This is an optimization exercise on Yosys and OpenROAD, whose aim is small area, not a production implementation.
Function was checked by simulation only, so behaviour that the tests miss may differ from the original.
No driver is modelled on the clock port, so clocking that relies on it looks cheaper here than on a real chip.
Power is estimated from default activity; no workload was simulated.

### flow/flow/run.sh
#!/bin/bash
# The standard layout (the standard.sh: ORFS synthesis to finish) with
# these layout choices:
# - after synthesis, combinational cells that ABC sized above drive 1 are
#   set back to drive 1 (flow/downsize.tcl); the flow's repair steps size
#   up again wherever slew, capacitance or timing need it
# - clock tree: ORFS's CTS step run through flow/cts.py, with clkbuf_8
#   buffers, no dummy loads at the leaves and up to 30 sinks per H-tree leaf
# - port buffers: buf_1
# Synthesis, floorplan, power grid, taps, placement and routing are
# standard.sh unchanged. Each tool's output goes to a log file here.
set -e
export CTS_ARGS="-sink_clustering_enable -repair_clock_nets -root_buf sky130_fd_sc_hd__clkbuf_16 -tree_buf sky130_fd_sc_hd__clkbuf_8 -buf_list sky130_fd_sc_hd__clkbuf_8 -dont_use_dummy_load"
export BUFFER_PORTS_ARGS="-buffer_cell sky130_fd_sc_hd__buf_1"
export CTS_MAX_LEAF_SINKS=30
bash standard.sh synth > synth.log 2>&1
DS_ODB=orfs/results/$FLOW_PLATFORM/top/base/1_synth.odb \
  openroad -no_init -exit flow/downsize.tcl > downsize.log 2>&1
bash standard.sh place > place.log 2>&1
bash standard.sh run RUN_SCRIPT=$PWD/flow/cts.py RUN_LOG_NAME_STEM=4_1_cts > cts.log 2>&1
bash standard.sh > standard.log 2>&1
### flow/flow/cts.py
# Runs ORFS's own CTS step (scripts/cts.tcl, with CTS_ARGS from run.sh)
# after raising TritonCTS's limit on sinks per H-tree leaf from its default
# of 15, which has no Tcl option: with about 140 flip-flops the H-tree then
# stops one level earlier (8 leaf buffers instead of 16).
import os
from openroad import Design, Tech

tech = Tech()
design = Design(tech)
parms = design.getTritonCts().getParms()
parms.setNumMaxLeafSinks(int(os.environ.get("CTS_MAX_LEAF_SINKS", "30")))
print("CTS max leaf sinks:", parms.getNumMaxLeafSinks())
design.evalTclString("source $::env(SCRIPTS_DIR)/cts.tcl")
### flow/flow/downsize.tcl
# Swaps every combinational cell that synthesis sized above drive 1 for the
# same function at drive 1 (or 0), where the platform has one that is not
# don't-use. Timing repair later in the flow sizes cells up where needed.
set odb $::env(DS_ODB)
read_db $odb
set db [ord::get_db]
set block [ord::get_db_block]
set dont_use [list]
if {[info exists ::env(DONT_USE_CELLS)]} { set dont_use $::env(DONT_USE_CELLS) }
# never pick the platform's special-purpose cells
set n 0
foreach inst [$block getInsts] {
  set m [$inst getMaster]
  set name [$m getName]
  if {![regexp {^(sky130_fd_sc_hd__)([a-z0-9]+)_([0-9]+)$} $name -> pre base drv]} { continue }
  if {$drv <= 1} { continue }
  if {[regexp {lpflow|probe} $base]} { continue }
  if {[regexp {^(df|sdf|dl|edf|sedf|clk|buf|fa|ha|fah|conb|tap|fill|decap|diode)} $base]} { continue }
  foreach d {1 0} {
    set cand "${pre}${base}_${d}"
    if {[lsearch -exact $dont_use $cand] >= 0} { continue }
    set nm [$db findMaster $cand]
    if {$nm != "NULL" && $nm != ""} {
      $inst swapMaster $nm
      incr n
      break
    }
  }
}
puts "downsized $n cells"
write_db $odb
### flow/standard.sh
#!/bin/bash
# synth_recipe.tcl (not shown) runs the flow's synth.tcl, then flattens the netlist and writes it again
# the make line also repeats each setting of config.mk as NAME=value (left out here)
make -C /OpenROAD-flow-scripts/flow DESIGN_CONFIG=/design/flow/config.mk WORK_HOME=/design/flow/orfs CLKGATE_MAP_FILE= SYNTH_SCRIPT=/design/flow/synth_recipe.tcl "${@:-finish}"
### flow/config.mk
export PLATFORM = sky130hd
export DESIGN_NAME = top
export DESIGN_NICKNAME = top
export VERILOG_FILES = /design/flow/design.v
export SDC_FILE = /design/flow/constraint.sdc
export NUM_CORES = 4
export LEC_CHECK = 0
export CAP_MARGIN = 20
export CORE_MARGIN = 2
export CORE_UTILIZATION = 65
export PLACE_DENSITY = 0.75
export SLEW_MARGIN = 20
export SYNTH_HIERARCHICAL = 1
### flow/constraint.sdc
create_clock -name core_clock -period 11.0 [get_ports {clk}]
set_input_delay 2.2000 -clock core_clock [delete_from_list [all_inputs] [get_ports {clk}]]
set_output_delay 2.2000 -clock core_clock [all_outputs]
set_load 0.01 [all_outputs]
### flow/design.v
module fa (input a, input b, input c, output s, output co);
    assign s  = a ^ b ^ c;
    assign co = (a & b) | (c & (a ^ b));
endmodule
module ha (input a, input b, output s, output co);
    assign s  = a ^ b;
    assign co = a & b;
endmodule
module delay (
    input  clk,
    input  rst_seen,
    input  btn,
    output delay_en
);
    localparam [15:0] TAPS = 16'h8040, R = 16'hE166, W = 16'h6166,
                      MASK = 16'hEFDF, P = 16'h5555, S1 = 16'hC2CC;
    reg  [15:0] q;
    wire [15:0] s = q ^ P;
    assign delay_en = ~rst_seen & ((s & MASK) == (W & MASK));
    wire fb = (^(s & TAPS)) ^ delay_en;
    always @(posedge clk) begin
        if (!btn)          q <= R ^ P;
        else if (rst_seen) q <= S1 ^ P;
        else               q <= {s[14:0], fb} ^ P;
    end
endmodule
module ball_tick (
    input  clk,
    input  rst,
    output tick
);
    localparam [12:0] TAPS = 13'h1004, R = 13'h0C40, W = 13'h1C40, MASK = 13'h1FF9;
    reg [12:0] s;
    assign tick = ((s & MASK) == (W & MASK));
    wire fb = (^(s & TAPS)) ^ tick;
    always @(posedge clk or posedge rst) begin
        if (rst) s <= R;
        else     s <= {s[11:0], fb};
    end
endmodule
module vga_controller (
    input clk,
    input rst,
    output video_on,
    output hsync,
    output vsync,
    output reg [11:0] h_count,
    output reg [10:0] v_count
);
    wire [11:0] h = h_count;
    wire [10:0] v = v_count;
    wire h_end = h[11] & h[7] & h[4] & h[2] & h[1] & h[0];           
    wire v_end = v[10] & v[6] & v[5] & v[2];                         
    wire [11:0] hs, hc;
    assign hs[0] = ~h[0];
    assign hc[0] = h[0];
    wire [10:0] vs, vc;
    ha v0 (.a(v[0]), .b(h_end), .s(vs[0]), .co(vc[0]));
    genvar i;
    for (i = 1; i < 12; i++) begin : hinc
        ha u (.a(h[i]), .b(hc[i-1]), .s(hs[i]), .co(hc[i]));
    end
    for (i = 1; i < 11; i++) begin : vinc
        ha u (.a(v[i]), .b(vc[i-1]), .s(vs[i]), .co(vc[i]));
    end
    wire v_wrap = h_end & v_end;
    always @(posedge clk or posedge rst) begin
        if (rst) h_count <= 12'd0;
        else     h_count <= {hs[11] & ~h_end, hs[10:8], hs[7] & ~h_end, hs[6:5],
                             hs[4:3] & ~{2{h_end}}, hs[2:0]};
    end
    always @(posedge clk or posedge rst) begin
        if (rst) v_count <= 11'd0;
        else     v_count <= {vs[10] & ~v_wrap, vs[9:7], vs[6:5] & ~{2{v_wrap}}, vs[4:3],
                             vs[2] & ~v_wrap, vs[1], vs[0] & ~v_wrap};
    end
    assign hsync = (h[10] & h[9] & h[8] & h[7] & h[6] & (h[5] | (h[4] & h[3]))) |
                   (h[11] & ~(h[8] | h[7] | h[6] | h[5] | h[4] | h[3] | h[2]));
    assign vsync = v[10] & ((~v[6] & v[5] & v[4] & v[3] & v[2]) |
                            (v[6] & ~(v[5] | v[4] | v[3] | v[2] | v[1] | v[0])));
    assign video_on = ~h[11] & ~(h[10] & h[9] & h[8] & h[7]) &
                      (~v[10] | (~v[6] & ~(v[5] & v[4] & v[3])));
endmodule
module rectangle (
    input clk,
    input rst,
    input rst_seen,
    input btnU,
    input btnD,
    output reg [8:0] pos
);
    wire up, down;
    wire at_bot = pos[8] & pos[7] & pos[4] & pos[3] & pos[1];    
    wire at_top = ~|pos;
    wire en_d = down & ~at_bot;
    wire en_u = ~down & up & ~at_top;
    wire en = en_d | en_u;
    wire [8:0] s, c;
    ha a0 (.a(pos[0]), .b(en),   .s(s[0]), .co(c[0]));
    fa a1 (.a(pos[1]), .b(en_u), .c(c[0]), .s(s[1]), .co(c[1]));
    fa a2 (.a(pos[2]), .b(en_d), .c(c[1]), .s(s[2]), .co(c[2]));
    genvar i;
    for (i = 3; i < 8; i++) begin : add
        fa u (.a(pos[i]), .b(en_u), .c(c[i-1]), .s(s[i]), .co(c[i]));
    end
    assign s[8] = pos[8] ^ en_u ^ c[7];
    always @(posedge clk or posedge rst) begin
        if (rst) pos <= 9'd0;
        else     pos <= s;
    end
    delay delay_i_u (.clk(clk), .rst_seen(rst_seen), .btn(btnU), .delay_en(up));
    delay delay_i_d (.clk(clk), .rst_seen(rst_seen), .btn(btnD), .delay_en(down));
endmodule
module circle (
    input clk,
    input rst,
    input rst_seen,
    input  [8:0] pos_l,        
    input  [8:0] pos_r,
    output reg [10:0] nhp,
    output reg [9:0]  nvp
);
    reg dir_right, dir_down;
    wire move_tick;
    wire [10:0] hp = ~nhp;
    wire [9:0]  vp = ~nvp;
    genvar i;
    wire [8:0] pc = hp[10] ? pos_r : pos_l;
    wire in_h = (hp <= 11'd260) || (hp >= 11'd1640);
    wire [8:0] fs, fc;
    ha f0 (.a(pc[0]), .b(nvp[1]), .s(fs[0]), .co(fc[0]));
    for (i = 1; i < 9; i++) begin : fadd
        fa u (.a(pc[i]), .b(nvp[i+1]), .c(fc[i-1]), .s(fs[i]), .co(fc[i]));
    end
    wire [10:0] f = {fc[8], fs, nvp[0]};
    wire hit = in_h && (f >= 11'd713) && (f <= 11'd1083);
    ball_tick delay_i_u (.clk(clk), .rst(rst), .tick(move_tick));
    wire h_max = hp[10] & hp[9] & hp[8] & hp[6] & hp[1] & hp[0];
    wire h_min = ~(hp[10] | hp[9] | hp[8] | hp[7] | hp[6] | hp[1]);
    wire v_max = vp[9] & vp[8] & vp[7] & vp[6] & vp[5] & vp[4] & vp[3] & vp[1] & vp[0];
    wire v_min = ~(vp[9] | vp[8] | vp[7] | vp[6] | vp[1]);
    wire h_turn = dir_right ? h_max : h_min;
    wire v_turn = dir_down ? v_max : v_min;
    wire en_h = move_tick & ~h_turn;
    wire en_v = move_tick & ~v_turn;
    wire dm_h = en_h & dir_right;
    wire dm_v = en_v & dir_down;
    wire [10:0] hs, hc;
    wire [9:0]  vs, vc;
    ha h0 (.a(nhp[0]), .b(en_h), .s(hs[0]), .co(hc[0]));
    ha v0 (.a(nvp[0]), .b(en_v), .s(vs[0]), .co(vc[0]));
    for (i = 1; i < 10; i++) begin : hadd
        fa u (.a(nhp[i]), .b(dm_h), .c(hc[i-1]), .s(hs[i]), .co(hc[i]));
    end
    assign hs[10] = nhp[10] ^ dm_h ^ hc[9];
    for (i = 1; i < 9; i++) begin : vadd
        fa u (.a(nvp[i]), .b(dm_v), .c(vc[i-1]), .s(vs[i]), .co(vc[i]));
    end
    assign vs[9] = nvp[9] ^ dm_v ^ vc[8];
    always @(posedge clk) begin
        if (hit | rst_seen) begin
            nhp <= ~11'd479;
            dir_right <= 1'b1;
            nvp <= ~10'd270;
            dir_down <= 1'b1;
        end else begin
            nhp <= hs;
            nvp <= vs;
            if (move_tick & h_turn) dir_right <= ~dir_right;
            if (move_tick & v_turn) dir_down <= ~dir_down;
        end
    end
endmodule
module circle_hit (
    input  [11:0] h,
    input  [10:0] v,
    input  [10:0] nhp,
    input  [9:0]  nvp,
    output hit
);
    wire t3, t4, t5, t6, t7, t8, t9, t10;
    wire t11, t12, t13, t14, t15, t16, t17, t18;
    wire t19, t20, t21, t22, t26, t27, t28, t29;
    wire t30, t31, t32, t33, t34, t35, t36, t37;
    wire t38, t39, t40, t41, t42, t43, t185, t186;
    wire t187, t188, t189, t190, t191, t192, t193, t194;
    wire t195, t196, t197, t198, t199, t200, t201, t202;
    wire t203, t204, t205, t206, t207, t208, t209, t210;
    wire t211, t212, t213, t214, t215, t216, t217, t218;
    wire t219, t220, t221, t222, t223, t224, t225, t226;
    wire t228, t229, t230, t231, t232, t233, t234, t235;
    wire t236, t237, t238, t239, t240, t241, t242, t243;
    wire t244, t245, t246, t247, t248, t249, t250, t251;
    wire t252, t253, t254, t255, t256, t257, t258, t259;
    wire t260, t261, t262, t263, t264, t265, t266, t267;
    wire t268, t269, t270, t271, t272, t273, t274, t275;
    wire t276, t277, t278, t279, t280, t281, t282, t283;
    wire t285, t286, t287, t288, t290, t291, t292, t293;
    wire t295, t296, t297, t298, t299, t300, t301, t302;
    wire t303, t304, t305, t306, t307, t308, t309, t310;
    wire t311, t312, t313, t314, t315, t316, t317, t318;
    wire t319, t320, t321, t322, t323, t324, t325, t326;
    wire t328, t329, t330, t331, t333, t334, t335, t336;
    wire t337, t338, t339, t340, t341, t342, t343, t344;
    wire t345, t346, t347, t348, t349, t350, t351, t352;
    wire t353, t354, t355, t356, t357, t358, t359, t360;
    wire t361, t362, t363, t364, t365, t366, t367, t368;
    wire t369, t370, t371, t372, t373, t374, t376, t377;
    wire t378, t379, t381, t382, t384, t385, t386, t387;
    wire t389, t390, t392, t393, t394, t395, t396, t397;
    wire t398, t399, t400, t401, t402, t403, t404, t405;
    wire t406, t407, t408, t409, t410, t411, t413, t414;
    wire t417, t418, t419, t420, t421, t422, t424, t425;
    wire t427, t428, t429, t430, t431, t432, t433, t434;
    wire t435, t436, t437, t438, t439, t440;
    wire t1 = ~(h[0] ^ nhp[0]);
    wire t2 = h[0] | nhp[0];
    wire t23 = ~(h[11] ^ t22);
    wire t24 = ~(v[0] ^ nvp[0]);
    wire t25 = v[0] | nvp[0];
    wire t44 = ~(v[10] ^ t43);
    wire t45 = ~t1;
    wire t46 = t3 & ~t1;
    wire t47 = t3 & t1;
    wire t48 = ~(t5 & ~t3);
    wire t49 = ~(t5 & t3);
    wire t50 = ~(t7 & ~t5);
    wire t51 = ~(t7 & t5);
    wire t52 = ~(t9 & ~t7);
    wire t53 = t9 & t7;
    wire t54 = ~(t11 & ~t9);
    wire t55 = ~(t11 & t9);
    wire t56 = ~(t13 & ~t11);
    wire t57 = ~(t13 & t11);
    wire t58 = ~(t15 & ~t13);
    wire t59 = ~(t15 & t13);
    wire t60 = ~(t17 & ~t15);
    wire t61 = ~(t17 & t15);
    wire t62 = t19 & ~t17;
    wire t63 = ~(t19 & t17);
    wire t64 = t21 & ~t19;
    wire t65 = t1 & t5;
    wire t66 = ~(t1 & t7);
    wire t67 = ~(t1 & t9);
    wire t68 = ~(t1 & t11);
    wire t69 = ~(t1 & t13);
    wire t70 = ~(t1 & t15);
    wire t71 = t1 & t17;
    wire t72 = ~(t1 & t19);
    wire t73 = ~(t1 & t21);
    wire t74 = ~(t3 & t7);
    wire t75 = ~(t3 & t9);
    wire t76 = ~(t3 & t11);
    wire t77 = ~(t3 & t13);
    wire t78 = ~(t3 & t15);
    wire t79 = ~(t3 & t17);
    wire t80 = ~(t3 & t19);
    wire t81 = ~(t3 & t21);
    wire t82 = ~(t5 & t9);
    wire t83 = t5 & t11;
    wire t84 = ~(t5 & t13);
    wire t85 = ~(t5 & t15);
    wire t86 = ~(t5 & t17);
    wire t87 = ~(t5 & t19);
    wire t88 = ~(t5 & t21);
    wire t89 = ~(t7 & t11);
    wire t90 = ~(t7 & t13);
    wire t91 = ~(t7 & t15);
    wire t92 = ~(t7 & t17);
    wire t93 = ~(t7 & t19);
    wire t94 = ~(t7 & t21);
    wire t95 = ~(t9 & t13);
    wire t96 = ~(t9 & t15);
    wire t97 = ~(t9 & t17);
    wire t98 = ~(t9 & t19);
    wire t99 = ~(t9 & t21);
    wire t100 = ~(t11 & t15);
    wire t101 = ~(t11 & t17);
    wire t102 = ~(t11 & t19);
    wire t103 = ~(t11 & t21);
    wire t104 = ~(t13 & t17);
    wire t105 = ~(t13 & t19);
    wire t106 = ~(t13 & t21);
    wire t107 = ~(t15 & t19);
    wire t108 = ~(t15 & t21);
    wire t109 = ~(t17 & t21);
    wire t110 = t23 & t1;
    wire t111 = t23 & t3;
    wire t112 = t23 & t5;
    wire t113 = t23 & t7;
    wire t114 = t23 & t9;
    wire t115 = t23 & t11;
    wire t116 = ~(t23 & t13);
    wire t117 = t23 & t15;
    wire t118 = ~(t23 & t17);
    wire t119 = ~t24;
    wire t120 = t26 & ~t24;
    wire t121 = t26 & t24;
    wire t122 = ~(t28 & ~t26);
    wire t123 = ~(t28 & t26);
    wire t124 = t30 & ~t28;
    wire t125 = ~(t30 & t28);
    wire t126 = t32 & ~t30;
    wire t127 = ~(t32 & t30);
    wire t128 = ~(t34 & ~t32);
    wire t129 = ~(t34 & t32);
    wire t130 = ~(t36 & ~t34);
    wire t131 = ~(t36 & t34);
    wire t132 = ~(t38 & ~t36);
    wire t133 = ~(t38 & t36);
    wire t134 = ~(t40 & ~t38);
    wire t135 = ~(t40 & t38);
    wire t136 = ~(t42 & ~t40);
    wire t137 = ~(t42 & t40);
    wire t138 = t24 & t28;
    wire t139 = ~(t24 & t30);
    wire t140 = ~(t24 & t32);
    wire t141 = t24 & t34;
    wire t142 = ~(t24 & t36);
    wire t143 = ~(t24 & t38);
    wire t144 = ~(t24 & t40);
    wire t145 = ~(t24 & t42);
    wire t146 = ~(t26 & t30);
    wire t147 = ~(t26 & t32);
    wire t148 = ~(t26 & t34);
    wire t149 = ~(t26 & t36);
    wire t150 = ~(t26 & t38);
    wire t151 = ~(t26 & t40);
    wire t152 = ~(t26 & t42);
    wire t153 = ~(t28 & t32);
    wire t154 = ~(t28 & t34);
    wire t155 = t28 & t36;
    wire t156 = ~(t28 & t38);
    wire t157 = ~(t28 & t40);
    wire t158 = ~(t28 & t42);
    wire t159 = ~(t30 & t34);
    wire t160 = ~(t30 & t36);
    wire t161 = ~(t30 & t38);
    wire t162 = ~(t30 & t40);
    wire t163 = ~(t30 & t42);
    wire t164 = ~(t32 & t36);
    wire t165 = ~(t32 & t38);
    wire t166 = ~(t32 & t40);
    wire t167 = ~(t32 & t42);
    wire t168 = ~(t34 & t38);
    wire t169 = ~(t34 & t40);
    wire t170 = ~(t34 & t42);
    wire t171 = ~(t36 & t40);
    wire t172 = ~(t36 & t42);
    wire t173 = ~(t38 & t42);
    wire t174 = ~(t44 & t24);
    wire t175 = ~(t44 & ~t24);
    wire t176 = ~(t44 & ~t26);
    wire t177 = ~(t44 & ~t28);
    wire t178 = ~(t44 & ~t30);
    wire t179 = ~(t44 & ~t32);
    wire t180 = ~(t44 & ~t34);
    wire t181 = ~(t44 & ~t36);
    wire t182 = ~(t44 & ~t38);
    wire t183 = ~(t44 & ~t40);
    wire t184 = ~(t44 & t42);
    wire t227 = ~t186;
    wire t284 = ~t215;
    wire t289 = ~t214;
    wire t294 = ~t222;
    wire t327 = ~t270;
    wire t332 = ~t271;
    wire t375 = ~t338;
    wire t380 = ~t276;
    wire t383 = ~t277;
    wire t388 = ~t290;
    wire t391 = ~t291;
    wire t412 = ~t335;
    wire t415 = ~t45;
    wire t416 = ~t119;
    wire t423 = ~t376;
    wire t426 = ~t425;
    fa u_t3 (.a(h[1]), .b(nhp[1]), .c(t2), .s(t3), .co(t4));
    fa u_t5 (.a(h[2]), .b(nhp[2]), .c(t4), .s(t5), .co(t6));
    fa u_t7 (.a(h[3]), .b(nhp[3]), .c(t6), .s(t7), .co(t8));
    fa u_t9 (.a(h[4]), .b(nhp[4]), .c(t8), .s(t9), .co(t10));
    fa u_t11 (.a(h[5]), .b(nhp[5]), .c(t10), .s(t11), .co(t12));
    fa u_t13 (.a(h[6]), .b(nhp[6]), .c(t12), .s(t13), .co(t14));
    fa u_t15 (.a(h[7]), .b(nhp[7]), .c(t14), .s(t15), .co(t16));
    fa u_t17 (.a(h[8]), .b(nhp[8]), .c(t16), .s(t17), .co(t18));
    fa u_t19 (.a(h[9]), .b(nhp[9]), .c(t18), .s(t19), .co(t20));
    fa u_t21 (.a(h[10]), .b(nhp[10]), .c(t20), .s(t21), .co(t22));
    fa u_t26 (.a(v[1]), .b(nvp[1]), .c(t25), .s(t26), .co(t27));
    fa u_t28 (.a(v[2]), .b(nvp[2]), .c(t27), .s(t28), .co(t29));
    fa u_t30 (.a(v[3]), .b(nvp[3]), .c(t29), .s(t30), .co(t31));
    fa u_t32 (.a(v[4]), .b(nvp[4]), .c(t31), .s(t32), .co(t33));
    fa u_t34 (.a(v[5]), .b(nvp[5]), .c(t33), .s(t34), .co(t35));
    fa u_t36 (.a(v[6]), .b(nvp[6]), .c(t35), .s(t36), .co(t37));
    fa u_t38 (.a(v[7]), .b(nvp[7]), .c(t37), .s(t38), .co(t39));
    fa u_t40 (.a(v[8]), .b(nvp[8]), .c(t39), .s(t40), .co(t41));
    fa u_t42 (.a(v[9]), .b(nvp[9]), .c(t41), .s(t42), .co(t43));
    ha u_t185 (.a(t53), .b(t71), .s(t185), .co(t186));
    fa u_t187 (.a(t54), .b(t72), .c(t79), .s(t187), .co(t188));
    fa u_t189 (.a(t55), .b(t73), .c(t80), .s(t189), .co(t190));
    fa u_t191 (.a(t86), .b(t91), .c(t95), .s(t191), .co(t192));
    fa u_t193 (.a(t110), .b(t56), .c(t81), .s(t193), .co(t194));
    fa u_t195 (.a(t87), .b(t92), .c(t96), .s(t195), .co(t196));
    ha u_t197 (.a(t130), .b(t158), .s(t197), .co(t198));
    fa u_t199 (.a(t111), .b(t57), .c(t88), .s(t199), .co(t200));
    fa u_t201 (.a(t93), .b(t97), .c(t100), .s(t201), .co(t202));
    ha u_t203 (.a(t131), .b(t163), .s(t203), .co(t204));
    fa u_t205 (.a(t112), .b(t58), .c(t94), .s(t205), .co(t206));
    ha u_t207 (.a(t98), .b(t101), .s(t207), .co(t208));
    fa u_t209 (.a(t113), .b(t59), .c(t99), .s(t209), .co(t210));
    fa u_t211 (.a(t51), .b(t69), .c(t76), .s(t211), .co(t212));
    fa u_t213 (.a(t52), .b(t70), .c(t77), .s(t213), .co(t214));
    ha u_t215 (.a(t83), .b(t126), .s(t215), .co(t216));
    fa u_t217 (.a(t78), .b(t84), .c(t89), .s(t217), .co(t218));
    fa u_t219 (.a(t127), .b(t144), .c(t150), .s(t219), .co(t220));
    ha u_t221 (.a(t185), .b(t155), .s(t221), .co(t222));
    fa u_t223 (.a(t187), .b(t85), .c(t90), .s(t223), .co(t224));
    fa u_t225 (.a(t128), .b(t145), .c(t151), .s(t225), .co(t226));
    fa u_t228 (.a(t156), .b(t160), .c(t227), .s(t228), .co(t229));
    fa u_t230 (.a(t189), .b(t191), .c(t129), .s(t230), .co(t231));
    fa u_t232 (.a(t152), .b(t157), .c(t161), .s(t232), .co(t233));
    fa u_t234 (.a(t164), .b(t174), .c(t188), .s(t234), .co(t235));
    fa u_t236 (.a(t193), .b(t195), .c(t197), .s(t236), .co(t237));
    fa u_t238 (.a(t162), .b(t165), .c(t175), .s(t238), .co(t239));
    fa u_t240 (.a(t176), .b(t190), .c(t192), .s(t240), .co(t241));
    fa u_t242 (.a(t199), .b(t201), .c(t203), .s(t242), .co(t243));
    fa u_t244 (.a(t166), .b(t168), .c(t177), .s(t244), .co(t245));
    fa u_t246 (.a(t194), .b(t196), .c(t198), .s(t246), .co(t247));
    fa u_t248 (.a(t205), .b(t207), .c(t132), .s(t248), .co(t249));
    fa u_t250 (.a(t167), .b(t169), .c(t178), .s(t250), .co(t251));
    fa u_t252 (.a(t200), .b(t202), .c(t204), .s(t252), .co(t253));
    fa u_t254 (.a(t209), .b(t102), .c(t104), .s(t254), .co(t255));
    fa u_t256 (.a(t133), .b(t170), .c(t171), .s(t256), .co(t257));
    fa u_t258 (.a(t179), .b(t206), .c(t208), .s(t258), .co(t259));
    fa u_t260 (.a(t114), .b(t60), .c(t103), .s(t260), .co(t261));
    fa u_t262 (.a(t105), .b(t134), .c(t172), .s(t262), .co(t263));
    ha u_t264 (.a(t180), .b(t210), .s(t264), .co(t265));
    fa u_t266 (.a(t115), .b(t61), .c(t106), .s(t266), .co(t267));
    fa u_t268 (.a(t107), .b(t135), .c(t173), .s(t268), .co(t269));
    ha u_t270 (.a(t116), .b(t62), .s(t270), .co(t271));
    fa u_t272 (.a(t49), .b(t67), .c(t74), .s(t272), .co(t273));
    fa u_t274 (.a(t50), .b(t68), .c(t75), .s(t274), .co(t275));
    ha u_t276 (.a(t124), .b(t141), .s(t276), .co(t277));
    fa u_t278 (.a(t211), .b(t82), .c(t125), .s(t278), .co(t279));
    fa u_t280 (.a(t142), .b(t148), .c(t153), .s(t280), .co(t281));
    fa u_t282 (.a(t213), .b(t143), .c(t149), .s(t282), .co(t283));
    fa u_t285 (.a(t154), .b(t212), .c(t284), .s(t285), .co(t286));
    fa u_t287 (.a(t217), .b(t219), .c(t159), .s(t287), .co(t288));
    fa u_t290 (.a(t221), .b(t216), .c(t289), .s(t290), .co(t291));
    fa u_t292 (.a(t223), .b(t225), .c(t228), .s(t292), .co(t293));
    fa u_t295 (.a(t218), .b(t220), .c(t294), .s(t295), .co(t296));
    fa u_t297 (.a(t230), .b(t232), .c(t234), .s(t297), .co(t298));
    fa u_t299 (.a(t224), .b(t226), .c(t229), .s(t299), .co(t300));
    fa u_t301 (.a(t236), .b(t238), .c(t240), .s(t301), .co(t302));
    fa u_t303 (.a(t231), .b(t233), .c(t235), .s(t303), .co(t304));
    fa u_t305 (.a(t242), .b(t244), .c(t246), .s(t305), .co(t306));
    fa u_t307 (.a(t237), .b(t239), .c(t241), .s(t307), .co(t308));
    fa u_t309 (.a(t248), .b(t250), .c(t252), .s(t309), .co(t310));
    fa u_t311 (.a(t243), .b(t245), .c(t247), .s(t311), .co(t312));
    fa u_t313 (.a(t254), .b(t256), .c(t258), .s(t313), .co(t314));
    fa u_t315 (.a(t249), .b(t251), .c(t253), .s(t315), .co(t316));
    fa u_t317 (.a(t260), .b(t262), .c(t264), .s(t317), .co(t318));
    fa u_t319 (.a(t255), .b(t257), .c(t259), .s(t319), .co(t320));
    fa u_t321 (.a(t266), .b(t268), .c(t181), .s(t321), .co(t322));
    fa u_t323 (.a(t261), .b(t263), .c(t265), .s(t323), .co(t324));
    fa u_t325 (.a(t108), .b(t136), .c(t182), .s(t325), .co(t326));
    fa u_t328 (.a(t267), .b(t269), .c(t327), .s(t328), .co(t329));
    fa u_t330 (.a(t117), .b(t63), .c(t109), .s(t330), .co(t331));
    fa u_t333 (.a(t137), .b(t183), .c(t332), .s(t333), .co(t334));
    ha u_t335 (.a(t118), .b(t64), .s(t335), .co(t336));
    ha u_t337 (.a(t47), .b(t65), .s(t337), .co(t338));
    fa u_t339 (.a(t48), .b(t66), .c(t122), .s(t339), .co(t340));
    fa u_t341 (.a(t272), .b(t123), .c(t140), .s(t341), .co(t342));
    fa u_t343 (.a(t274), .b(t147), .c(t273), .s(t343), .co(t344));
    fa u_t345 (.a(t278), .b(t280), .c(t275), .s(t345), .co(t346));
    fa u_t347 (.a(t282), .b(t285), .c(t279), .s(t347), .co(t348));
    fa u_t349 (.a(t287), .b(t283), .c(t286), .s(t349), .co(t350));
    fa u_t351 (.a(t292), .b(t295), .c(t288), .s(t351), .co(t352));
    fa u_t353 (.a(t297), .b(t299), .c(t293), .s(t353), .co(t354));
    fa u_t355 (.a(t301), .b(t303), .c(t298), .s(t355), .co(t356));
    fa u_t357 (.a(t305), .b(t307), .c(t302), .s(t357), .co(t358));
    fa u_t359 (.a(t309), .b(t311), .c(t306), .s(t359), .co(t360));
    fa u_t361 (.a(t313), .b(t315), .c(t310), .s(t361), .co(t362));
    fa u_t363 (.a(t317), .b(t319), .c(t314), .s(t363), .co(t364));
    fa u_t365 (.a(t321), .b(t323), .c(t318), .s(t365), .co(t366));
    fa u_t367 (.a(t325), .b(t328), .c(t322), .s(t367), .co(t368));
    fa u_t369 (.a(t330), .b(t333), .c(t326), .s(t369), .co(t370));
    fa u_t371 (.a(t184), .b(t331), .c(t334), .s(t371), .co(t372));
    ha u_t373 (.a(t337), .b(t121), .s(t373), .co(t374));
    fa u_t376 (.a(t339), .b(t139), .c(t375), .s(t376), .co(t377));
    fa u_t378 (.a(t341), .b(t146), .c(t340), .s(t378), .co(t379));
    fa u_t381 (.a(t343), .b(t342), .c(t380), .s(t381), .co(t382));
    fa u_t384 (.a(t345), .b(t344), .c(t383), .s(t384), .co(t385));
    fa u_t386 (.a(t347), .b(t281), .c(t346), .s(t386), .co(t387));
    fa u_t389 (.a(t349), .b(t348), .c(t388), .s(t389), .co(t390));
    fa u_t392 (.a(t351), .b(t350), .c(t391), .s(t392), .co(t393));
    fa u_t394 (.a(t353), .b(t296), .c(t352), .s(t394), .co(t395));
    fa u_t396 (.a(t355), .b(t300), .c(t354), .s(t396), .co(t397));
    fa u_t398 (.a(t357), .b(t304), .c(t356), .s(t398), .co(t399));
    fa u_t400 (.a(t359), .b(t308), .c(t358), .s(t400), .co(t401));
    fa u_t402 (.a(t361), .b(t312), .c(t360), .s(t402), .co(t403));
    fa u_t404 (.a(t363), .b(t316), .c(t362), .s(t404), .co(t405));
    fa u_t406 (.a(t365), .b(t320), .c(t364), .s(t406), .co(t407));
    fa u_t408 (.a(t367), .b(t324), .c(t366), .s(t408), .co(t409));
    fa u_t410 (.a(t369), .b(t329), .c(t368), .s(t410), .co(t411));
    fa u_t413 (.a(t371), .b(t370), .c(t412), .s(t413), .co(t414));
    ha u_t417 (.a(t415), .b(t416), .s(t417), .co(t418));
    ha u_t419 (.a(t46), .b(t120), .s(t419), .co(t420));
    fa u_t421 (.a(t373), .b(t138), .c(t420), .s(t421), .co(t422));
    fa u_t424 (.a(t423), .b(t374), .c(t422), .s(t424), .co(t425));
    fa u_t427 (.a(t378), .b(t377), .c(t426), .s(t427), .co(t428));
    fa u_t429 (.a(t381), .b(t379), .c(t428), .s(t429), .co(t430));
    fa u_t431 (.a(t384), .b(t382), .c(t430), .s(t431), .co(t432));
    fa u_t433 (.a(t386), .b(t385), .c(t432), .s(t433), .co(t434));
    fa u_t435 (.a(t389), .b(t387), .c(t434), .s(t435), .co(t436));
    fa u_t437 (.a(t392), .b(t390), .c(t436), .s(t437), .co(t438));
    fa u_t439 (.a(t394), .b(t393), .c(t438), .s(t439), .co(t440));
    wire [11:0] s = {~t439, ~t437, ~t435, ~t433, ~t431, ~t429, ~t427, t424, t421, t419, t418, t417};
    wire high_zero = ~((~t396 ^ ~t395) ^ ~t440) &
        ~(~(~t398 ^ ~t397) ^ (~t396 | ~t395)) &
        ~(~(~t400 ^ ~t399) ^ (~t398 & ~t397)) &
        ~((~t402 ^ ~t401) ^ (~t400 & ~t399)) &
        ~(~(~t404 ^ ~t403) ^ (~t402 | ~t401)) &
        ~((~t406 ^ ~t405) ^ (~t404 & ~t403)) &
        ~((~t408 ^ ~t407) ^ (~t406 | ~t405)) &
        ~((~t410 ^ ~t409) ^ (~t408 | ~t407)) &
        ~((~t413 ^ ~t411) ^ (~t410 | ~t409));
    assign hit = high_zero &
                 ~(s[11] & s[10] & s[9] & ((|s[8:5]) | (s[4] & (|s[3:0]))));
endmodule
module top(
    input  clk     ,
    input  rst     ,
    input  btnU    ,
    input  btnD    ,
    input  btnL    ,
    input  btnR    ,
    output       Hsync   ,
    output       Vsync   ,
    output [3:0] vgaRed  ,
    output [3:0] vgaGreen,
    output [3:0] vgaBlue
);
    wire [11:0] h_count;
    wire [10:0] v_count;
    wire video_on;
    wire [8:0] pos_l, pos_r;
    wire [10:0] nhp;
    wire [9:0]  nvp;
    wire circ;
    reg  white;    
    vga_controller vga_ctrl (
        .clk(clk), .rst(rst), .video_on(video_on), .hsync(Hsync), .vsync(Vsync),
        .h_count(h_count), .v_count(v_count));
    reg rst_seen;
    always @(posedge clk or posedge rst) begin
        if (rst) rst_seen <= 1'b1;
        else     rst_seen <= 1'b0;
    end
    rectangle rectangle_left_i  (.clk(clk), .rst(rst), .rst_seen(rst_seen), .btnU(btnU), .btnD(btnR), .pos(pos_l));
    rectangle rectangle_right_i (.clk(clk), .rst(rst), .rst_seen(rst_seen), .btnU(btnL), .btnD(btnD), .pos(pos_r));
    circle color_i (.clk(clk), .rst(rst), .rst_seen(rst_seen), .pos_l(pos_l), .pos_r(pos_r), .nhp(nhp), .nvp(nvp));
    circle_hit circle_hit_i (.h(h_count), .v(v_count), .nhp(nhp), .nvp(nvp), .hit(circ));
    wire [11:0] h = h_count;
    wire [10:0] v = v_count;
    wire in_l = (h >= 12'd100) && (h <= 12'd200);
    wire in_r = (h >= 12'd1700) && (h <= 12'd1800);
    wire [8:0] npr = ~(h[10] ? pos_r : pos_l);
    wire [9:0] dq, dc;
    assign dq[0] = ~(v[1] ^ npr[0]);
    assign dc[0] = v[1] | npr[0];
    genvar i;
    for (i = 1; i < 9; i++) begin : dsub
        fa u (.a(v[i+1]), .b(npr[i]), .c(dc[i-1]), .s(dq[i]), .co(dc[i]));
    end
    assign dq[9] = ~(v[10] ^ dc[8]);
    assign dc[9] = v[10] | dc[8];
    wire rows = dc[9] & ((dq < 10'd125) | ((dq == 10'd125) & ~v[0]));
    wire rect = (in_l | in_r) & rows;
    always @(posedge clk or posedge rst) begin
        if (rst) white <= 1'b0;
        else     white <= ~rst_seen & video_on & (rect | circ);
    end
    assign vgaRed   = {4{video_on}};
    assign vgaGreen = {4{video_on & white}};
    assign vgaBlue  = {4{video_on & white}};
endmodule
==> impl_metrics.prom, run 1 <==
# TYPE chip_impl_metric gauge
chip_impl_metric{name="flow.area_growth_from_synthesis",unit="%"} 3.79
chip_impl_metric{name="first_global_vias",unit=""} 7048
chip_impl_metric{name="grt_overflow_total",unit=""} 0
chip_impl_metric{name="routed_wl",unit="mm"} 20.0
chip_impl_metric{name="clock-sinks",unit=""} 143
chip_impl_metric{name="num_antenna_cells",unit=""} 0
chip_impl_metric{name="peakVddDrop",unit="mV"} 0.112
chip_impl_metric{name="synthesis.nets",unit=""} 1113
chip_impl_metric{name="p_leak",unit="nW"} 4.60
chip_impl_metric{name="critical_path_required",unit="ns"} 11.24
chip_impl_metric{name="cts_hold_buf",unit=""} 0
chip_impl_metric{name="cts.htree.levels",unit=""} 3
chip_impl_metric{name="hold_violations",unit=""} 0
chip_impl_info{name="reg2reg_from",value="vga_ctrl.h_count[0]$_DFF_PP0_"} 1
chip_impl_info{name="critPathCaptureType",value="register"} 1
chip_impl_metric{name="number_of_clock_buffers_inserted_by_tritoncts",unit=""} 9
chip_impl_metric{name="drt_iter0_markers",unit=""} 328
chip_impl_metric{name="cts_max_path_buffers",unit=""} 2
chip_impl_info{name="timing.hold.worst.start",value="color_i.delay_i_u.s[1]$_DFF_PP0_"} 1
chip_impl_metric{name="worst_pin_slew",unit="ns"} 1.03
chip_impl_metric{name="r2r_setup_slack",unit="ns"} 1.77
chip_impl_info{name="min_delay_worst_type",value="reg -> reg"} 1
chip_impl_metric{name="syn-instance-count",unit=""} 882
chip_impl_metric{name="combined_area_of_all_synthesized_cells",unit="mm2"} 0.0102
chip_impl_metric{name="ctsResizeCount",unit=""} 0
chip_impl_info{name="run_status",value="no timing/DRC/antenna violations"} 1
chip_impl_metric{name="clk_pin_slew",unit="ns"} 0.09
chip_impl_metric{name="setup_tns",unit="ns"} 0
chip_impl_info{name="cts_tree",value="done"} 1
chip_impl_metric{name="grt_pass1_wl",unit="mm"} 34.9
chip_impl_metric{name="grt_start_max_net_pins",unit=""} 29
chip_impl_info{name="hold_end",value="color_i.delay_i_u.s[2]$_DFF_PP0_"} 1
chip_impl_info{name="master_of_the_slowest_instance_on_the_critical_path",value="sky130_fd_sc_hd__fa_1"} 1
chip_impl_info{name="timing_worst_setup_path_type",value="reg -> reg"} 1
chip_impl_metric{name="wl_per_cell",unit="um"} 18.4
chip_impl_metric{name="core_area",unit="mm2"} 0.0153
chip_impl_metric{name="worst_ep_arrival_time",unit="ns"} 9.48
chip_impl_metric{name="core.rowCount",unit=""} 45
chip_impl_metric{name="remaining_drc_errors",unit=""} 0
chip_impl_metric{name="worst_skew_pair.late_latency",unit="ns"} 0.36
chip_impl_metric{name="pin_count",unit=""} 20
chip_impl_info{name="layout_commonest_cell",value="sky130_fd_sc_hd__fa_1"} 1
chip_impl_metric{name="timing.fmax",unit="MHz"} 108
chip_impl_metric{name="synthesis.area_per_instance",unit="um2"} 11.5
chip_impl_metric{name="fillers",unit=""} 1141
chip_impl_info{name="regToRegEndpoint",value="white$_DFF_PP0_"} 1
chip_impl_metric{name="timing.clock.skew",unit="ns"} 0.0194
chip_impl_metric{name="chipHeight",unit="um"} 129
chip_impl_metric{name="crit_fanout",unit=""} 9
chip_impl_metric{name="final.period_utilization",unit=""} 0.840
chip_impl_metric{name="cellPowerDensity",unit="mW/mm2"} 82.1
chip_impl_metric{name="route.detailed.vias_per_inst",unit=""} 5.82
chip_impl_metric{name="buffer_ports.inserted",unit=""} 19
chip_impl_info{name="most-common-layout-cells",value="172 x sky130_fd_sc_hd__fa_1, 125 x sky130_fd_sc_hd__nand2_1, 87 x sky130_fd_sc_hd__dfxtp_1"} 1
chip_impl_metric{name="num-nets-final",unit=""} 1109
chip_impl_metric{name="yosysWarningCount",unit=""} 12
chip_impl_metric{name="final.min_clock_period",unit="ns"} 9.23
chip_impl_info{name="startpoint_type",value="register"} 1
chip_impl_info{name="cts_root_buf",value="sky130_fd_sc_hd__clkbuf_16"} 1
chip_impl_metric{name="grt_antenna_before_repair",unit=""} 0
chip_impl_metric{name="cts_setup_buffers",unit=""} 0
chip_impl_metric{name="place_hpwl",unit="mm"} 15.8
chip_impl_metric{name="route.vias.total",unit=""} 6328
chip_impl_metric{name="slew_headroom",unit=""} 0.307
chip_impl_metric{name="maxCapViolations",unit=""} 0
chip_impl_metric{name="drt_pass1_iterations",unit=""} 5
chip_impl_metric{name="gp_congestion",unit=""} 0.868
chip_impl_metric{name="setup_viol_count_final",unit=""} 0
chip_impl_metric{name="hold_ws",unit="ns"} 0.347
chip_impl_metric{name="drive_gt1_frac",unit=""} 0.0194
chip_impl_metric{name="antenna_viol_nets_final",unit=""} 0
chip_impl_metric{name="hold_depth",unit=""} 0
chip_impl_info{name="grt_setup_unrepaired",value="no"} 1
chip_impl_info{name="path_common_cell",value="sky130_fd_sc_hd__fa_1"} 1
chip_impl_metric{name="rr_worst_depth",unit=""} 28
chip_impl_metric{name="floorplan.die_area",unit="mm2"} 0.0167
chip_impl_metric{name="final-max-slew-violation-count",unit=""} 0
chip_impl_metric{name="total_routing_resource_utilization_after_global_routing",unit=""} 0.271
chip_impl_metric{name="die_x",unit="um"} 129
chip_impl_metric{name="critPathMaxStageDelay",unit="ns"} 0.55
chip_impl_metric{name="initial_utilization",unit=""} 0.667
==> area by class of cell <==
class	count	area (um2)	area share
timing repair buffer	22	93.8	0.00889
clock buffer	9	225	0.0213
inverter	46	173	0.0164
tap	211	264	0.0250
sequential	143	3150	0.298
multi-input combinational	656	6650	0.630
==> metrics by stage <==
step                setup slack, ns  cell area [um2]  power (mW)  utilization  cells
finish                         1.77            10600       0.867        0.692   1087
global route                   1.30            10600       0.899        0.692   1087
detailed placement             1.78            10300       0.574        0.677   1078
global placement               2.06            10300       0.572        0.677   1078
floorplan                      2.33            10200       0.564            -    882
==> per-layer routing <==
metal | GRT usage | share of wire | vias to the layer above
li1 | - | - | 2890
met4 | 0.0735 | 0.015 | 0
met5 | 0 | 0 | -
met1 | 0.364 | 0.42 | 3282
met2 | 0.474 | 0.53 | 135
met3 | 0.0301 | 0.034 | 21
==> power by group <==
| part | internal (mW) | switching [mW] |
|---|---|---|
| clock network | 0.146 | 0.159 |
| logic | 0.00793 | 0.0154 |
| registers | 0.532 | 0.00777 |
| total | 0.685 | 0.182 |
==> critical path, delay by kind of cell, from the launching register on <==
family                     cells  cell delay, ns
DFF                            1            0.42
xor gates and xnor gates       2            0.63
and+or+nand+nor                5            0.94
buffers and inverters          3            0.16
adders and majority gates     17            6.90
AOI/OAI and AO/OA              1            0.07
==> worst max-delay path by stage <==
stage	start	to	slack, ns	cells past startpoint
6_report	vga_ctrl.h_count[0]$_DFF_PP0_	white$_DFF_PP0_	1.77	28
3_3_place_gp	vga_ctrl.h_count[0]$_DFF_PP0_	white$_DFF_PP0_	2.06	28
2_1_floorplan	vga_ctrl.h_count[0]$_DFF_PP0_	white$_DFF_PP0_	2.33	28
5_1_grt	vga_ctrl.h_count[0]$_DFF_PP0_	white$_DFF_PP0_	1.30	28
4_1_cts	vga_ctrl.h_count[0]$_DFF_PP0_	white$_DFF_PP0_	1.77	28
3_5_place_dp	vga_ctrl.h_count[0]$_DFF_PP0_	white$_DFF_PP0_	1.78	28
==> flip-flops by register name, summed over array words and instances, names as in the netlist <==
| register | cells |
|---|---|
| vga_ctrl.h_count | 12 |
| color_i.dir_right | 1 |
| rectangle_right_i.delay_i_u.q | 16 |
| vga_ctrl.v_count | 11 |
| color_i.delay_i_u.s | 13 |
| rectangle_right_i.delay_i_d.q | 16 |
| white | 1 |
| rst_seen | 1 |
| rectangle_left_i.delay_i_u.q | 16 |
| rectangle_left_i.pos | 9 |
| color_i.nvp | 10 |
| rectangle_left_i.delay_i_d.q | 16 |
| rectangle_right_i.pos | 9 |
| color_i.dir_down | 1 |
| color_i.nhp | 11 |
==> run 2, diff against run 1 <==
--- a/flow/flow/run.sh
+++ b/flow/flow/run.sh
@@ -13,6 +13,7 @@
 export CTS_ARGS="-sink_clustering_enable -repair_clock_nets -root_buf sky130_fd_sc_hd__clkbuf_16 -tree_buf sky130_fd_sc_hd__clkbuf_8 -buf_list sky130_fd_sc_hd__clkbuf_8 -dont_use_dummy_load"
 export BUFFER_PORTS_ARGS="-buffer_cell sky130_fd_sc_hd__buf_1"
 export CTS_MAX_LEAF_SINKS=30
+export POST_CTS_TCL=$PWD/flow/post_cts.tcl
 bash standard.sh synth > synth.log 2>&1
 DS_ODB=orfs/results/$FLOW_PLATFORM/top/base/1_synth.odb \
   openroad -no_init -exit flow/downsize.tcl > downsize.log 2>&1
==> flow/flow/post_cts.tcl (new file) <==
estimate_parasitics -placement
set small_cell [get_lib_cells sky130_fd_sc_hd__clkbuf_8]
set big_cell [get_lib_cells sky130_fd_sc_hd__clkbuf_16]
proc worst_load_slew {inst} {
  set worst 0.0
  foreach opin [get_pins -of_objects $inst -filter "direction==output"] {
    foreach p [get_pins -of_objects [get_nets -of_objects $opin] -filter "direction==input"] {
      set s [get_property $p slew_max]
      if {$s > $worst} { set worst $s }
    }
  }
  return $worst
}
set clk_port_net [get_nets -of_objects [get_ports clk]]
foreach inst [get_cells *] {
  if {[get_property $inst ref_name] ne "sky130_fd_sc_hd__clkbuf_16"} { continue }
  set ipin [get_pins -of_objects $inst -filter "direction==input"]
  if {[get_full_name [get_nets -of_objects $ipin]] eq [get_full_name $clk_port_net]} { continue }
  replace_cell $inst $small_cell
  estimate_parasitics -placement
  set s [worst_load_slew $inst]
  if {$s > 0.100} {
    replace_cell $inst $big_cell
    estimate_parasitics -placement
    puts "post_cts: [get_full_name $inst] stays clkbuf_16 (clkbuf_8 slew $s)"
  } else {
    puts "post_cts: [get_full_name $inst] -> clkbuf_8 (slew $s)"
  }
}
detailed_placement
check_placement -verbose
==> run 2 against run 1 <==
The run now fails in clock tree synthesis. Area after synthesis unchanged. Synthesized cell count unchanged.
==> impl_metrics.prom, run 2 <==
# TYPE chip_impl_metric gauge
chip_impl_metric{name="yosysWarningCount",unit=""} 12
chip_impl_info{name="stop_error",value="[ERROR STA-0100] unsupported object type Port."} 1
chip_impl_metric{name="place_hpwl",unit="mm"} 15.8
chip_impl_metric{name="pin_count",unit=""} 20
chip_impl_metric{name="core.rowCount",unit=""} 45
chip_impl_metric{name="synthesis.nets",unit=""} 1113
chip_impl_metric{name="chipHeight",unit="um"} 129
chip_impl_metric{name="syn-instance-count",unit=""} 882
chip_impl_metric{name="die_x",unit="um"} 129
chip_impl_metric{name="pre_cts_slack",unit="ns"} 1.78
chip_impl_metric{name="synthesis.area_per_instance",unit="um2"} 11.5
chip_impl_metric{name="combined_area_of_all_synthesized_cells",unit="mm2"} 0.0102
chip_impl_info{name="run_status",value="did not finish"} 1
chip_impl_metric{name="initial_utilization",unit=""} 0.667
chip_impl_metric{name="gp_congestion",unit=""} 0.868
chip_impl_info{name="lastStage",value="clock tree synthesis"} 1
chip_impl_metric{name="buffer_ports.inserted",unit=""} 19
-- run 2: power groups by stage --
stage	sequential (mW)	combinational [mW]	clock [mW]
after detailed placement	0.550	0.0236	0
after floorplan	0.547	0.0168	0
after global placement	0.550	0.0220	0
-- run 2: how the worst max path moves through the flow --
stage                      endpoint  slack (ns)                     startpoint
floorplan           white$_DFF_PP0_        2.33  vga_ctrl.h_count[0]$_DFF_PP0_
detailed placement  white$_DFF_PP0_        1.78  vga_ctrl.h_count[0]$_DFF_PP0_
global placement    white$_DFF_PP0_        2.06  vga_ctrl.h_count[0]$_DFF_PP0_
-- run 2: per-stage QoR --
step | utilization | instances | cell area [um2]
after detailed placement | 0.677 | 1078 | 10300
after global placement | 0.677 | 1078 | 10300
after floorplan | - | 882 | 10200
==> run 3, diff against run 2 <==
--- a/flow/config.mk
+++ b/flow/config.mk
@@ -7,7 +7,7 @@
 export LEC_CHECK = 0
 export CAP_MARGIN = 20
 export CORE_MARGIN = 2
-export CORE_UTILIZATION = 65
-export PLACE_DENSITY = 0.75
+export CORE_UTILIZATION = 75
+export PLACE_DENSITY = 0.85
 export SLEW_MARGIN = 20
 export SYNTH_HIERARCHICAL = 1
==> run 3 against run 2 <==
The run again fails in clock tree synthesis. Area after synthesis did not move. Synthesized cell count stayed put.
==> impl_metrics.prom, run 3 <==
# TYPE chip_impl_metric gauge
chip_impl_metric{name="pin_count",unit=""} 20
chip_impl_info{name="run_status",value="did not finish"} 1
chip_impl_metric{name="yosysWarningCount",unit=""} 12
chip_impl_info{name="stop_error",value="[ERROR STA-0100] unsupported object type Port."} 1
chip_impl_metric{name="dp_area",unit="mm2"} 0.0103
chip_impl_info{name="lastStage",value="clock tree synthesis"} 1
chip_impl_metric{name="gp_congestion",unit=""} 0.872
chip_impl_metric{name="chipHeight",unit="um"} 120
chip_impl_metric{name="syn-instance-count",unit=""} 882
chip_impl_metric{name="combined_area_of_all_synthesized_cells",unit="mm2"} 0.0102
chip_impl_metric{name="initial_utilization",unit=""} 0.768
chip_impl_metric{name="core.rowCount",unit=""} 42
chip_impl_metric{name="die_x",unit="um"} 120
chip_impl_metric{name="synthesis.nets",unit=""} 1113
chip_impl_metric{name="buffer_ports.inserted",unit=""} 19
chip_impl_metric{name="synthesis.area_per_instance",unit="um2"} 11.5
chip_impl_metric{name="place_hpwl",unit="mm"} 16.2
[run 3: stage by stage]
| stage | worst slack, ns | hold WS [ns] | std cells | total power, mW |
|---|---|---|---|---|
| floorplan | 2.33 | 0.331 | 882 | 0.564 |
| global placement | 2.07 | 0.343 | 1042 | 0.572 |
| detailed placement | 1.96 | 0.341 | 1042 | 0.574 |
[run 3: worst max path at each step]
stage                                        startpoint               to  slack (ns)
after floorplan           vga_ctrl.h_count[0]$_DFF_PP0_  white$_DFF_PP0_        2.33
after global placement    vga_ctrl.h_count[0]$_DFF_PP0_  white$_DFF_PP0_        2.07
after detailed placement  vga_ctrl.h_count[0]$_DFF_PP0_  white$_DFF_PP0_        1.96
[run 3: power by group through the flow]
stage / logic (mW) / registers (mW) / clock network (mW)
global placement: 0.0218 / 0.550 / 0
detailed placement: 0.0238 / 0.550 / 0
floorplan: 0.0168 / 0.547 / 0
==> run 4, diff against run 3 <==
--- a/flow/flow/post_cts.tcl
+++ b/flow/flow/post_cts.tcl
@@ -11,11 +11,10 @@
   }
   return $worst
 }
-set clk_port_net [get_nets -of_objects [get_ports clk]]
 foreach inst [get_cells *] {
   if {[get_property $inst ref_name] ne "sky130_fd_sc_hd__clkbuf_16"} { continue }
   set ipin [get_pins -of_objects $inst -filter "direction==input"]
-  if {[get_full_name [get_nets -of_objects $ipin]] eq [get_full_name $clk_port_net]} { continue }
+  if {[get_full_name [get_nets -of_objects $ipin]] eq "clk"} { continue }
   replace_cell $inst $small_cell
   estimate_parasitics -placement
   set s [worst_load_slew $inst]
==> run 4 against run 3 <==
The run now finishes clean. Area after synthesis unchanged. Synthesized cell count unchanged.
==> impl_metrics.prom, run 4 <==
# TYPE chip_impl_metric gauge
chip_impl_info{name="run_status",value="no timing/DRC/antenna violations"} 1
chip_impl_info{name="reg2reg_from",value="vga_ctrl.h_count[0]$_DFF_PP0_"} 1
chip_impl_metric{name="chipHeight",unit="um"} 120
chip_impl_info{name="critPathCaptureType",value="register"} 1
chip_impl_info{name="regToRegEndpoint",value="white$_DFF_PP0_"} 1
chip_impl_metric{name="grt_pass1_wl",unit="mm"} 36.1
chip_impl_metric{name="cellPowerDensity",unit="mW/mm2"} 80.2
chip_impl_metric{name="routed_wl",unit="mm"} 20.9
chip_impl_metric{name="peakVddDrop",unit="mV"} 0.115
chip_impl_metric{name="p_leak",unit="nW"} 4.58
chip_impl_metric{name="grt_antenna_before_repair",unit=""} 1
chip_impl_metric{name="timing.clock.skew",unit="ns"} 0.0163
chip_impl_metric{name="report.power.total",unit="uW"} 841
chip_impl_metric{name="clock-sinks",unit=""} 143
chip_impl_metric{name="hold_violations",unit=""} 0
chip_impl_metric{name="core.rowCount",unit=""} 42
chip_impl_info{name="timing_worst_setup_path_type",value="reg -> reg"} 1
chip_impl_metric{name="floorplan.die_area",unit="mm2"} 0.0145
chip_impl_metric{name="core_area",unit="mm2"} 0.0132
chip_impl_metric{name="maxCapViolations",unit=""} 0
chip_impl_info{name="timing.hold.worst.start",value="color_i.delay_i_u.s[1]$_DFF_PP0_"} 1
chip_impl_metric{name="fin_util",unit=""} 0.792
chip_impl_metric{name="first_global_vias",unit=""} 7451
chip_impl_metric{name="hold_ws",unit="ns"} 0.360
chip_impl_metric{name="final.min_clock_period",unit="ns"} 9.02
chip_impl_metric{name="worst_ep_arrival_time",unit="ns"} 9.26
chip_impl_metric{name="rr_worst_depth",unit=""} 28
chip_impl_metric{name="dp_area",unit="mm2"} 0.0103
chip_impl_metric{name="final-max-slew-violation-count",unit=""} 0
chip_impl_metric{name="buffer_ports.inserted",unit=""} 19
chip_impl_metric{name="die_x",unit="um"} 120
chip_impl_metric{name="grt_start_max_net_pins",unit=""} 29
chip_impl_metric{name="pre_cts_slack",unit="ns"} 1.96
chip_impl_metric{name="timing.fmax",unit="MHz"} 111
chip_impl_metric{name="slew_headroom",unit=""} 0.397
chip_impl_metric{name="critical_path_required",unit="ns"} 11.24
chip_impl_metric{name="synthesis.area_per_instance",unit="um2"} 11.5
chip_impl_info{name="path_common_cell",value="sky130_fd_sc_hd__fa_1"} 1
chip_impl_metric{name="r2r_setup_slack",unit="ns"} 1.98
chip_impl_metric{name="final_cell_area",unit="mm2"} 0.0105
chip_impl_metric{name="initial_utilization",unit=""} 0.768
chip_impl_metric{name="final.period_utilization",unit=""} 0.820
chip_impl_info{name="layout_commonest_cell",value="sky130_fd_sc_hd__fa_1"} 1
chip_impl_metric{name="setup_tns",unit="ns"} 0
chip_impl_metric{name="dp_cells",unit=""} 1042
chip_impl_metric{name="drive_gt1_frac",unit=""} 0.0194
chip_impl_metric{name="grt_overflow_total",unit=""} 0
chip_impl_metric{name="clk_pin_slew",unit="ns"} 0.09
chip_impl_info{name="min_delay_worst_type",value="reg -> reg"} 1
chip_impl_metric{name="place_hpwl",unit="mm"} 16.2
chip_impl_metric{name="crit_fanout",unit=""} 9
chip_impl_metric{name="route.detailed.vias_per_inst",unit=""} 6.24
chip_impl_metric{name="syn-instance-count",unit=""} 882
chip_impl_info{name="startpoint_type",value="register"} 1
chip_impl_metric{name="gp_congestion",unit=""} 0.872
chip_impl_info{name="master_of_the_slowest_instance_on_the_critical_path",value="sky130_fd_sc_hd__fa_1"} 1
chip_impl_metric{name="layout_setup_ws",unit="ns"} 1.98
chip_impl_metric{name="combined_area_of_all_synthesized_cells",unit="mm2"} 0.0102
chip_impl_metric{name="worst_pin_slew",unit="ns"} 0.896
chip_impl_metric{name="flow.area_growth_from_synthesis",unit="%"} 3.10
chip_impl_info{name="grt_setup_unrepaired",value="no"} 1
chip_impl_metric{name="yosysWarningCount",unit=""} 12
chip_impl_metric{name="wl_per_cell",unit="um"} 19.9
chip_impl_metric{name="total_routing_resource_utilization_after_global_routing",unit=""} 0.322
chip_impl_info{name="hold_end",value="color_i.delay_i_u.s[2]$_DFF_PP0_"} 1
chip_impl_metric{name="hold_depth",unit=""} 0
chip_impl_metric{name="pin_count",unit=""} 20
chip_impl_metric{name="antenna_viol_nets_final",unit=""} 0
chip_impl_metric{name="synthesis.nets",unit=""} 1113
chip_impl_metric{name="route.vias.total",unit=""} 6555
chip_impl_metric{name="drt_pass1_iterations",unit=""} 6
chip_impl_metric{name="worst_skew_pair.late_latency",unit="ns"} 0.36
chip_impl_metric{name="setup_viol_count_final",unit=""} 0
chip_impl_metric{name="num_antenna_cells",unit=""} 0
chip_impl_metric{name="remaining_drc_errors",unit=""} 0
chip_impl_metric{name="critPathMaxStageDelay",unit="ns"} 0.54
chip_impl_info{name="most-common-layout-cells",value="172 x sky130_fd_sc_hd__fa_1, 125 x sky130_fd_sc_hd__nand2_1, 87 x sky130_fd_sc_hd__dfxtp_1"} 1
chip_impl_info{name="cts_tree",value="done"} 1
chip_impl_metric{name="drt_iter0_markers",unit=""} 375
chip_impl_metric{name="post_layout_nonfiller_instances",unit=""} 1051
chip_impl_metric{name="num-nets-final",unit=""} 1108
==> run 4: routing by layer <==
layer,share of wire,track usage
met1,0.40,0.416
met2,0.52,0.551
met3,0.043,0.0476
met4,0.032,0.132
met5,0.00062,0
==> run 4: critical path, delay by kind of cell, from the launching register on <==
| kind | cells | cell delay [ns] |
|---|---|---|
| xor+xnor | 2 | 0.58 |
| buf+inv | 3 | 0.15 |
| simple gates | 5 | 0.88 |
| compound gates | 1 | 0.07 |
| fa+ha+maj | 17 | 6.81 |
| flops | 1 | 0.43 |
==> run 4: report_power, final <==
| group | switching, mW | internal [mW] | leakage [nW] | total [mW] |
|---|---|---|---|---|
| logic | 0.0159 | 0.00795 | 3.02 | 0.0239 |
| registers | 0.00792 | 0.531 | 1.47 | 0.539 |
| clock network | 0.155 | 0.122 | 0.0955 | 0.277 |
| total | 0.179 | 0.662 | 4.58 | 0.841 |
==> run 4: cell type report <==
| type | instances | area (um2) |
|---|---|---|
| inverters | 46 | 173 |
| well taps | 176 | 220 |
| multi-input cells | 656 | 6670 |
| repair buffers | 21 | 86.3 |
| clock buffers | 9 | 191 |
| flip-flops and latches | 143 | 3150 |
| fillers | 800 | 2760 |
==> run 4: worst max path at each step <==
stage | startpoint | end | depth (start not counted)
floorplan | vga_ctrl.h_count[0]$_DFF_PP0_ | white$_DFF_PP0_ | 28
global placement | vga_ctrl.h_count[0]$_DFF_PP0_ | white$_DFF_PP0_ | 28
detailed placement | vga_ctrl.h_count[0]$_DFF_PP0_ | white$_DFF_PP0_ | 28
global route | vga_ctrl.h_count[0]$_DFF_PP0_ | white$_DFF_PP0_ | 28
finish | vga_ctrl.h_count[0]$_DFF_PP0_ | white$_DFF_PP0_ | 28
==> run 5, diff against run 4 <==
--- a/flow/config.mk
+++ b/flow/config.mk
@@ -7,7 +7,7 @@
 export LEC_CHECK = 0
 export CAP_MARGIN = 20
 export CORE_MARGIN = 2
-export CORE_UTILIZATION = 75
-export PLACE_DENSITY = 0.85
+export CORE_UTILIZATION = 65
+export PLACE_DENSITY = 0.75
 export SLEW_MARGIN = 20
 export SYNTH_HIERARCHICAL = 1
==> run 5 against run 4 <==
Count of clock-buffer cells in the layout unchanged. Hold slack improved by 0.0084 ns. Clock power down 3%. First-iteration DRC count down 14%. Via count is 3.7% lower. Setup slack worse by 0.24 ns. Global-route usage fell by 5.1 points. Power is 1.1% lower. Die area up 15%.
==> impl_metrics.prom, run 5 <==
# TYPE chip_impl_metric gauge
chip_impl_info{name="run_status",value="no timing/DRC/antenna violations"} 1
chip_impl_metric{name="num_antenna_cells",unit=""} 0
chip_impl_info{name="most-common-layout-cells",value="172 x sky130_fd_sc_hd__fa_1, 125 x sky130_fd_sc_hd__nand2_1, 87 x sky130_fd_sc_hd__dfxtp_1"} 1
chip_impl_metric{name="synthesis.area_per_instance",unit="um2"} 11.5
chip_impl_metric{name="timing.clock.skew",unit="ns"} 0.0149
chip_impl_metric{name="setup_viol_count_final",unit=""} 0
chip_impl_metric{name="internal_portion_of_total_power",unit="uW"} 654
chip_impl_info{name="grt_setup_unrepaired",value="no"} 1
chip_impl_metric{name="die_x",unit="um"} 129
chip_impl_metric{name="synthesis.nets",unit=""} 1113
chip_impl_metric{name="first_global_vias",unit=""} 7061
chip_impl_metric{name="critPathMaxStageDelay",unit="ns"} 0.55
chip_impl_metric{name="num-nets-final",unit=""} 1109
chip_impl_metric{name="critical_path_required",unit="ns"} 11.25
chip_impl_metric{name="sequential_cell_fraction_of_total_power",unit=""} 0.649
chip_impl_metric{name="route.vias.total",unit=""} 6313
chip_impl_metric{name="r2r_setup_slack",unit="ns"} 1.74
chip_impl_metric{name="hold_ws",unit="ns"} 0.368
chip_impl_metric{name="worst_ep_arrival_time",unit="ns"} 9.51
chip_impl_metric{name="routed_wl",unit="mm"} 20.0
chip_impl_metric{name="cellPowerDensity",unit="mW/mm2"} 79.1
chip_impl_info{name="critPathCaptureType",value="register"} 1
chip_impl_metric{name="pin_count",unit=""} 20
chip_impl_metric{name="crit_fanout",unit=""} 9
chip_impl_metric{name="p_leak",unit="nW"} 4.58
chip_impl_metric{name="final-max-slew-violation-count",unit=""} 0
chip_impl_metric{name="worst_pin_slew",unit="ns"} 1.04
chip_impl_metric{name="grt_start_max_net_pins",unit=""} 29
chip_impl_metric{name="peakVddDrop",unit="mV"} 0.112
chip_impl_metric{name="buffer_ports.inserted",unit=""} 19
chip_impl_metric{name="switchingPower",unit="uW"} 177
chip_impl_metric{name="chipHeight",unit="um"} 129
chip_impl_metric{name="worst_skew_pair.late_latency",unit="ns"} 0.35
chip_impl_info{name="timing.hold.worst.start",value="color_i.delay_i_u.s[10]$_DFF_PP1_"} 1
chip_impl_metric{name="clk_pin_slew",unit="ns"} 0.09
chip_impl_metric{name="grt_overflow_total",unit=""} 0
chip_impl_metric{name="wl_per_cell",unit="um"} 18.4
chip_impl_info{name="master_of_the_slowest_instance_on_the_critical_path",value="sky130_fd_sc_hd__fa_1"} 1
chip_impl_metric{name="flow.area_growth_from_synthesis",unit="%"} 3.35
chip_impl_info{name="cts_tree",value="done"} 1
chip_impl_info{name="regToRegEndpoint",value="white$_DFF_PP0_"} 1
chip_impl_info{name="startpoint_type",value="register"} 1
chip_impl_metric{name="antenna_viol_nets_final",unit=""} 0
chip_impl_info{name="reg2reg_from",value="vga_ctrl.h_count[0]$_DFF_PP0_"} 1
chip_impl_metric{name="rr_worst_depth",unit=""} 28
chip_impl_metric{name="final.period_utilization",unit=""} 0.842
chip_impl_info{name="path_common_cell",value="sky130_fd_sc_hd__fa_1"} 1
chip_impl_metric{name="final.min_clock_period",unit="ns"} 9.26
chip_impl_info{name="timing_worst_setup_path_type",value="reg -> reg"} 1
## run 5: worst max path at each step
| stage | from | endpoint | slack, ns | depth (start not counted) |
|---|---|---|---|---|
| floorplan | vga_ctrl.h_count[0]$_DFF_PP0_ | white$_DFF_PP0_ | 2.33 | 28 |
| global placement | vga_ctrl.h_count[0]$_DFF_PP0_ | white$_DFF_PP0_ | 2.06 | 28 |
| detailed placement | vga_ctrl.h_count[0]$_DFF_PP0_ | white$_DFF_PP0_ | 1.78 | 28 |
| global route | vga_ctrl.h_count[0]$_DFF_PP0_ | white$_DFF_PP0_ | 1.29 | 28 |
| finish | vga_ctrl.h_count[0]$_DFF_PP0_ | white$_DFF_PP0_ | 1.74 | 28 |
## run 5: critical path, delay by kind of cell (launching register included)
family	cells	cell delay, ns
adder cells (fa/ha/maj)	17	6.90
flip-flops	1	0.43
AO/OA/AOI/OAI	1	0.07
AND/OR/NAND/NOR	5	0.93
buffers and inverters	3	0.16
XOR/XNOR	2	0.65
## run 5: cell type report
class,instances,area (um2)
clock buffers,9,180
fillers,1149,4750
inverters,46,173
multi-input cells,656,6650
flip-flops and latches,143,3150
well taps,211,264
repair buffers,22,93.8
## run 5: power groups by stage
stage | clock [mW] | combinational (mW) | sequential [mW]
after floorplan | 0 | 0.0168 | 0.547
after global placement | 0 | 0.0220 | 0.550
after detailed placement | 0 | 0.0236 | 0.550
after global routing | 0.296 | 0.0270 | 0.541
final | 0.268 | 0.0233 | 0.539
## run 5: through the flow
stage	utilization	setup WS, ns	total power [mW]	instance area [um2]	cells
6_report	0.689	1.74	0.831	10500	1087
2_1_floorplan	-	2.33	0.564	10200	882
3_3_place_gp	0.677	2.06	0.572	10300	1078
3_5_place_dp	0.677	1.78	0.574	10300	1078
5_1_grt	0.689	1.29	0.864	10500	1087
## run 5: routing by layer
| layer | wire length (um) | track usage | vias up |
|---|---|---|---|
| li1 | - | - | 2888 |
| met1 | 8570 | 0.364 | 3281 |
| met2 | 10600 | 0.474 | 122 |
| met3 | 561 | 0.0301 | 22 |
| met4 | 299 | 0.0754 | 0 |
| met5 | 0 | 0 | - |

port drivers added, routing unchanged:
The results above use ideal ports. As a check the final layouts listed here were re-extracted and re-timed, cells and wires unchanged.
Step 1 sets driving cells, clkbuf_16 on the clock port and buf_2 on the other inputs (assumed; they add their load-dependent delay and slew).
Step 2 times the ports against the registers' clock, not the clock port: input delays grow and output delays shrink by t, the midpoint of the rising clock arrivals with the driver on.
Three values: ideal, step 1, step 2; two values: the first two.
| run | t (ns) | setup slack, ns | worst hold slack (ns) |
|---|---|---|---|
| run 1 | 0.397 | 1.765 / 1.765 / 1.765 | 0.347 / 0.347 / 0.347 |
| run 4 | 0.390 | 1.979 / 1.979 / 1.979 | 0.360 / 0.360 / 0.360 |
| run 5 | 0.386 | 1.739 / 1.739 / 1.739 | 0.368 / 0.368 / 0.368 |
After both steps setup and hold are still met in every run listed.
